What follows belongs to an exercise in optimizing a design on an open flow for small area; a production flow would make more cautious choices. Function was checked by simulation only, so behaviour that the tests miss may differ from the original. Power is estimated from default activity; no workload was simulated.

== JK ==
// cf_cpu
module cf_cpu (
	input wire clk,
	input wire rst_n,
	output wire [16:0] bus_address,
	output wire bus_wr_en,
	output wire bus_io_flag,
	output wire bus_burst,
	output wire [15:0] bus_data_in,
	output wire bus_enable,
	input wire bus_ready,
	input wire [15:0] bus_data_out
);
	reg [3:0]  bc;
	reg [6:0]  st;
	reg        sy;
	reg [15:0] rA, rX, rR0, rR1, rS, rP, rT;
	reg [15:0] M, AR;
	reg [7:0]  IR;
	reg [3:0]  cnt;
	reg        c, q, zf, zAr;
	reg        f_slt, f_seq, f_ult, f_eq;
	wire ph0  = (bc == 4'd0);
	wire ph7  = (bc == 4'd7);
	wire ph15 = (bc == 4'd15);
	wire [2:0] md = IR[2:0];
	wire zA   = zAr & ~rA[0];           
	wire zfn  = zf & ~M[0];            
	wire last = (cnt == 4'd15);
	wire port = (AR[7:2] == 6'b111100);
	wire s_O_C8 = (st == 7'd72);
	wire s_O_C9 = (st == 7'd73);
	wire s_O_CA = (st == 7'd74);
	wire s_O_CB = (st == 7'd75);
	wire s_O_CC = (st == 7'd76);
	wire s_O_CD = (st == 7'd77);
	wire s_O_CE = (st == 7'd78);
	wire s_O_CF = (st == 7'd79);
	wire s_O_D0 = (st == 7'd80);
	wire s_O_D1 = (st == 7'd81);
	wire s_O_D2 = (st == 7'd82);
	wire s_O_D3 = (st == 7'd83);
	wire s_O_D4 = (st == 7'd84);
	wire s_O_D5 = (st == 7'd85);
	wire s_O_D6 = (st == 7'd86);
	wire s_O_D7 = (st == 7'd87);
	wire s_O_D8 = (st == 7'd88);
	wire s_O_D9 = (st == 7'd89);
	wire s_O_DA = (st == 7'd90);
	wire s_O_DB = (st == 7'd91);
	wire s_O_DC = (st == 7'd92);
	wire s_O_DD = (st == 7'd93);
	wire s_O_DE = (st == 7'd94);
	wire s_O_DF = (st == 7'd95);
	wire s_O_E0 = (st == 7'd96);
	wire s_O_E1 = (st == 7'd97);
	wire s_O_E2 = (st == 7'd98);
	wire s_O_E3 = (st == 7'd99);
	wire s_O_E4 = (st == 7'd100);
	wire s_O_E5 = (st == 7'd101);
	wire s_O_E6 = (st == 7'd102);
	wire s_O_E7 = (st == 7'd103);
	wire s_O_E8 = (st == 7'd104);
	wire s_O_E9 = (st == 7'd105);
	wire s_O_EA = (st == 7'd106);
	wire s_O_EB = (st == 7'd107);
  ...
Size: ~780 cells after synthesis, roughly 56 I/O pins.
clock: 10.0 ns
lec_check: 0
abc_area: 1
cap_margin: 20
core_margin: 2
core_utilization: 40
slew_margin: 20
buffer_ports_args: -buffer_cell sky130_fd_sc_hd__buf_1
cts_args: -sink_clustering_enable -repair_clock_nets -dont_use_dummy_load -buf_list {sky130_fd_sc_hd__clkbuf_4 sky130_fd_sc_hd__clkbuf_8}
standard.sh (not shown) runs the stock make flow with config.mk's settings and CLKGATE_MAP_FILE= SYNTH_SCRIPT=/design/flow/synth_recipe.tcl, a recipe that flattens the netlist after the stock synthesis.
==> flow/flow/run.sh <==
#!/bin/bash
# Layout flow: the standard synthesis; then yosys/abc re-maps the
# combinational logic for area, keeping every flip-flop instance (name and
# cell type) as the standard synthesis made it; then the standard ORFS steps
# with buf_1 port buffers and a clock tree of clkbuf_8 without dummy loads.
# Each tool's output goes to a log of its own in this folder.
set -euo pipefail
cat >> config.mk <<'EOF'
export BUFFER_PORTS_ARGS = -buffer_cell sky130_fd_sc_hd__buf_1
export CTS_ARGS = -sink_clustering_enable -repair_clock_nets -dont_use_dummy_load -buf_list {sky130_fd_sc_hd__clkbuf_4 sky130_fd_sc_hd__clkbuf_8}
EOF
bash standard.sh synth > synth.log 2>&1
R=orfs/results/${FLOW_PLATFORM}/cf_cpu/base
YOSYS=yosys
if [[ -x ${FLOW_HOME}/../tools/install/yosys/bin/yosys ]]; then YOSYS=${FLOW_HOME}/../tools/install/yosys/bin/yosys; fi
cp ${R}/1_2_yosys.v ${R}/1_2_yosys_std.v
REMAP_LIB=${FLOW_HOME}/platforms/sky130hd/lib/sky130_fd_sc_hd__tt_025C_1v80.lib \
REMAP_IN=${R}/1_2_yosys_std.v REMAP_OUT=${R}/1_2_yosys.v REMAP_ABC=flow/area.abc \
  ${YOSYS} -c flow/remap.tcl > remap.log 2>&1
rm -f ${R}/1_synth.odb ${R}/1_synth.sdc
bash standard.sh synth > synth_odb.log 2>&1
bash standard.sh > finish.log 2>&1
==> flow/flow/area.abc <==
strash
dch -f
map -a
strash
dch -f
map -a
topo
==> flow/flow/remap.tcl <==
# Re-map the combinational logic of a synthesized sky130hd netlist for area,
# keeping every flip-flop instance (name and cell type) as it is.
yosys -import
set lib $::env(REMAP_LIB)
set in  $::env(REMAP_IN)
set out $::env(REMAP_OUT)
read_liberty -ignore_miss_func -ignore_miss_data_latch $lib
read_verilog $in
hierarchy -top cf_cpu
set ffs [list sky130_fd_sc_hd__dfxtp_1 sky130_fd_sc_hd__edfxtp_1 sky130_fd_sc_hd__dfxtp_2 sky130_fd_sc_hd__dfxtp_4 sky130_fd_sc_hd__edfxtp_1 sky130_fd_sc_hd__dfrtp_1 sky130_fd_sc_hd__dfstp_2 sky130_fd_sc_hd__dfrtp_2 sky130_fd_sc_hd__dfrtp_4 sky130_fd_sc_hd__dfstp_1 sky130_fd_sc_hd__dfstp_4 sky130_fd_sc_hd__sdfxtp_1 sky130_fd_sc_hd__conb_1]
foreach f $ffs { catch { setattr -mod -set keep_hierarchy 1 $f } }
flatten
yosys rename -hide w:*.*
opt_clean -purge
stat
abc -script $::env(REMAP_ABC) -liberty $lib -dont_use sky130_fd_sc_hd__lpflow_* -dont_use sky130_fd_sc_hd__probe*
splitnets
opt_clean -purge
hilomap -singleton -hicell sky130_fd_sc_hd__conb_1 HI -locell sky130_fd_sc_hd__conb_1 LO
foreach f $ffs { catch { blackbox $f } }
stat -liberty $lib
write_verilog -noattr -noexpr -nohex -nodec $out
Relative to JK, the following input files were edited for PW:
Settings: CTS_ARGS: -sink_clustering_enable -repair_clock_nets -dont_use_dummy_load -buf_list {sky130_fd_sc_hd__clkbuf_4 sky130_fd_sc_hd__clkbuf_8} -> -sink_clustering_enable -repair_clock_nets -dont_use_dummy_load -buf_list sky130_fd_sc_hd__clkbuf_8.
diff --git a/flow/flow/run.sh b/flow/flow/run.sh
--- a/flow/flow/run.sh
+++ b/flow/flow/run.sh
@@ -8,5 +8,5 @@
 cat >> config.mk <<'EOF'
 export BUFFER_PORTS_ARGS = -buffer_cell sky130_fd_sc_hd__buf_1
-export CTS_ARGS = -sink_clustering_enable -repair_clock_nets -dont_use_dummy_load -buf_list {sky130_fd_sc_hd__clkbuf_4 sky130_fd_sc_hd__clkbuf_8}
+export CTS_ARGS = -sink_clustering_enable -repair_clock_nets -dont_use_dummy_load -buf_list sky130_fd_sc_hd__clkbuf_8
 EOF
 bash standard.sh synth > synth.log 2>&1
==> flow/flow/area.abc <==
strash
fraig
resub
dc2
drw
resub
dch -f
map -a
strash
dch -f
amap
topo
==> comparison <==
Changes observed in PW relative to JK: relative max-transition margin fell by 1.5 points; post-layout total power rose by 0.014 mW. JK → PW: initial core utilization shows an increase of 0.27 points; shortest period the worst path allows went up.

[static timing again, ports no longer ideal]
How much do the figures lean on ideal ports? The routed layouts below were timed once more, with nothing changed but the port constraints. Step 1, drivers: a clkbuf_16 drives clk and a buf_2 each remaining input, both assumed. Step 2 adds t to the input delays and takes it off the output delays; t is the mean of the earliest and latest rising clock arrival at the registers after step 1. Input paths then give back, and output paths get back, about the clock's delay inside the block. Three values: no drivers, after step 1, after step 2; two values: the first two.
run	shift t [ns]	setup WS [ns]	worst register clock-pin slew, ns
JK	0.478	4.295 / 4.258 / 4.736	0.11 / 0.11
PW	0.480	3.999 / 3.999 / 3.999	0.11 / 0.11
After both steps setup and hold are still met in every run listed.
